This design comes from an exercise in tuning for small area on the open sky130 flow, not from production work.
Only simulation tests tie the RTL to the original design; equivalence was not proved.

==> zinc: inputs <==
// blinking_led
module blinking_led
   #(parameter W = 4)
   (
    input  logic clk,
    input  logic reset,
    input  logic cs,
    input  logic read,
    input  logic write,
    input  logic [4:0] addr,
    input  logic [31:0] wr_data,
    output logic [31:0] rd_data,
    output logic [W-1:0] led_out
   );
export LEC_CHECK = 0
export CAP_MARGIN = 20
export CORE_MARGIN = 2
export CORE_UTILIZATION = 40
export SLEW_MARGIN = 20
create_clock -name core_clock -period 10.0 [get_ports {clk}]
standard.sh (not shown) runs the stock make flow with config.mk's settings and CLKGATE_MAP_FILE= SYNTH_SCRIPT=/design/flow/synth_recipe.tcl, a recipe that flattens the netlist after the stock synthesis.
==> flow/flow/run.sh <==
#!/bin/bash
# Own layout flow: the standard flow with the standard synthesis unchanged, plus
#  - polopt.py: after synthesis, the full adders' polarities are chosen so that fewer
#    inverters sit between them (same logic function, same registers);
#  - cntopt.py: the counters' half adder + clear gate per bit rebuilt as xnor/xor + nor2 with
#    the carry chain in alternating polarity (same logic function, same registers);
#  - the port buffers made of the smallest buffer cell (buf_1) instead of the flow's pick;
#  - tiemerge.tcl: after global placement, one tie cell drives all the constant-0 output
#    ports instead of one tie cell per port;
#  - the clock tree built from clkbuf_16 in clusters of up to 25 sinks, with clkbuf_2 above
#    them, without dummy loads.
# Each tool's output goes to a log file of its own in this folder.
set -euo pipefail
R="$PWD/orfs/results/$FLOW_PLATFORM/blinking_led/base"
ARGS=(
  "BUFFER_PORTS_ARGS=-buffer_cell sky130_fd_sc_hd__buf_1"
  "CTS_ARGS=-sink_clustering_enable -repair_clock_nets -sink_clustering_size 28 -sink_clustering_max_diameter 110 -buf_list sky130_fd_sc_hd__clkbuf_16 -root_buf sky130_fd_sc_hd__clkbuf_2 -tree_buf sky130_fd_sc_hd__clkbuf_2 -dont_use_dummy_load"
)
bash standard.sh "$R/1_2_yosys.v" > make_synth.log 2>&1
cp "$R/1_2_yosys.v" "$R/1_2_yosys_standard.v"
python3 flow/polopt.py "$R/1_2_yosys_standard.v" "$R/1_2_yosys_polopt.v" > polopt.log 2>&1
python3 flow/cntopt.py "$R/1_2_yosys_polopt.v" "$R/1_2_yosys.v" > cntopt.log 2>&1
bash standard.sh "${ARGS[@]}" "$R/3_3_place_gp.odb" > make_place.log 2>&1
TIE_DB="$R/3_3_place_gp.odb" openroad -no_init -exit flow/tiemerge.tcl > tiemerge.log 2>&1
bash standard.sh "${ARGS[@]}" finish > make_finish.log 2>&1
Other scripts of this flow, unchanged in this note and not shown: flow/flow/cntopt.py, flow/flow/polopt.py, flow/flow/tiemerge.tcl
==> yarrow: changes against zinc <==
--- a/flow/design.v
+++ b/flow/design.v
@@ -270,18 +270,14 @@
    logic q209;
    logic p210;
    logic q211;
    logic p212;
    logic q213;
    logic p214;
    logic q215;
-   logic p216;
-   logic q217;
-   logic p218;
-   logic q219;
    assign s1 = x[10] ^ x[8];
    assign c2 = x[10] & x[8];
    assign s3 = x[11] ^ x[9] ^ x[7];
    assign c4 = (x[11] & x[9]) | (x[11] & x[7]) | (x[9] & x[7]);
    assign s5 = x[6] ^ x[1];
    assign c6 = x[6] & x[1];
    assign s7 = x[12] ^ x[10] ^ x[8];
@@ -464,51 +460,45 @@
    assign c184 = (s133 & c132) | (s133 & c182) | (c132 & c182);
    assign s185 = s135 ^ c134 ^ c184;
    assign c186 = (s135 & c134) | (s135 & c184) | (c134 & c184);
    assign s187 = s137 ^ c136 ^ c186;
    assign c188 = (s137 & c136) | (s137 & c186) | (c136 & c186);
    assign s189 = s139 ^ c138 ^ c188;
    assign c190 = (s139 & c138) | (s139 & c188) | (c138 & c188);
-   assign s191 = s141 ^ c140;
-   assign c192 = s141 & c140;
+   assign s191 = s141 ^ c140 ^ c190;
+   assign c192 = (s141 & c140) | (s141 & c190) | (c140 & c190);
    assign s193 = s143 ^ c142 ^ c192;
    assign c194 = (s143 & c142) | (s143 & c192) | (c142 & c192);
-   assign s195 = s145 ^ c144 ^ c194;
-   assign c196 = (s145 & c144) | (s145 & c194) | (c144 & c194);
+   assign s195 = s145 ^ c144;
+   assign c196 = s145 & c144;
    assign s197 = s147 ^ c146 ^ c196;
    assign c198 = (s147 & c146) | (s147 & c196) | (c146 & c196);
    assign s199 = s149 ^ c148 ^ c198;
    assign c200 = (s149 & c148) | (s149 & c198) | (c148 & c198);
    assign s201 = s151 ^ c150 ^ c200;
    assign c202 = (s151 & c150) | (s151 & c200) | (c150 & c200);
    assign s203 = s153 ^ c152 ^ c202;
    assign c204 = (s153 & c152) | (s153 & c202) | (c152 & c202);
    assign s205 = s155 ^ c154 ^ c204;
    assign c206 = (s155 & c154) | (s155 & c204) | (c154 & c204);
-   assign y[19] = s191 ^ c190;
-   assign q207 = c190 & s191;
-   assign y[20] = s193 ^ q207;
-   assign p208 = s191 & s193;
-   assign q209 = c190 & p208;
-   assign y[21] = s195 ^ q209;
-   assign p210 = p208 & s195;
-   assign q211 = c190 & p210;
-   assign y[22] = s197 ^ q211;
-   assign p212 = p210 & s197;
-   assign q213 = c190 & p212;
-   assign y[23] = s199 ^ q213;
-   assign p214 = p212 & s199;
-   assign q215 = c190 & p214;
-   assign y[24] = s201 ^ q215;
-   assign p216 = p214 & s201;
-   assign q217 = c190 & p216;
-   assign y[25] = s203 ^ q217;
-   assign p218 = p216 & s203;
-   assign q219 = c190 & p218;
-   assign y[26] = s205 ^ q219;
+   assign y[21] = s195 ^ c194;
+   assign q207 = c194 & s195;
+   assign y[22] = s197 ^ q207;
+   assign p208 = s195 & s197;
+   assign q209 = c194 & p208;
+   assign y[23] = s199 ^ q209;
+   assign p210 = p208 & s199;
+   assign q211 = c194 & p210;
+   assign y[24] = s201 ^ q211;
+   assign p212 = p210 & s201;
+   assign q213 = c194 & p212;
+   assign y[25] = s203 ^ q213;
+   assign p214 = p212 & s203;
+   assign q215 = c194 & p214;
+   assign y[26] = s205 ^ q215;
    assign y[0] = x[0];
    assign y[1] = x[1];
    assign y[2] = s157;
    assign y[3] = s159;
    assign y[4] = s161;
    assign y[5] = s163;
    assign y[6] = s165;
@@ -520,14 +510,16 @@
    assign y[12] = s177;
    assign y[13] = s179;
    assign y[14] = s181;
    assign y[15] = s183;
    assign y[16] = s185;
    assign y[17] = s187;
    assign y[18] = s189;
+   assign y[19] = s191;
+   assign y[20] = s193;
    assign rd_data = 32'd0;
    genvar i;
    generate
       for (i = 0; i < W; i++) begin : g_led
          blinking led_i (.clk(clk), .reset(reset), .we(we && addr[1:0] == i),
                          .tnew(tnew), .led(led_out[i]));
       end
==> out/metrics.cfg <==
[status]
status = timing/DRC/antenna clean

[sta]
setup_slack_ps = 405.3
fmax_mhz = 104.2

[pwr]
p_leak_nw = 4.357
seq_power_share_pct = 50.5

[end of results for zinc]
==> out/metrics.cfg <==
[pwr]
seq_power_share_pct = 49.8
p_leak_nw = 4.496

[status]
status = timing/DRC/antenna clean

[sta]
fmax_mhz = 103.7
setup_slack_ps = 355.1
tightest_slew_ps = 703.5

[floorplanning]
start_util_pct = 40.35

[end of results for yarrow]

re-timing with driven ports:
In the flow no input, the clock included, has a driving cell. The finished layouts below were timed again as built, in two steps.
Step 1 sets driving cells, clkbuf_16 on the clock port and buf_2 on the other inputs (assumed; they add their load-dependent delay and slew).
Step 2 also shifts input and output timing later by t, the mid clock arrival at the registers, as if the neighbouring blocks saw the same clock.
a / b / c = ideal / step 1 / step 2; a / b = the first two.
run | t, ns | setup WS [ns] | worst setup path at the end
zinc | 0.748 | 0.405 / 0.425 / -0.323 | input to register
yarrow | 0.744 | 0.355 / 0.374 / -0.369 | input to register
With both steps, setup timing fails in zinc and yarrow, where it was met with ideal ports. For zinc, which loses most, drivers alone change the setup slack by +0.020 ns; drivers and shift together by -0.728 ns.
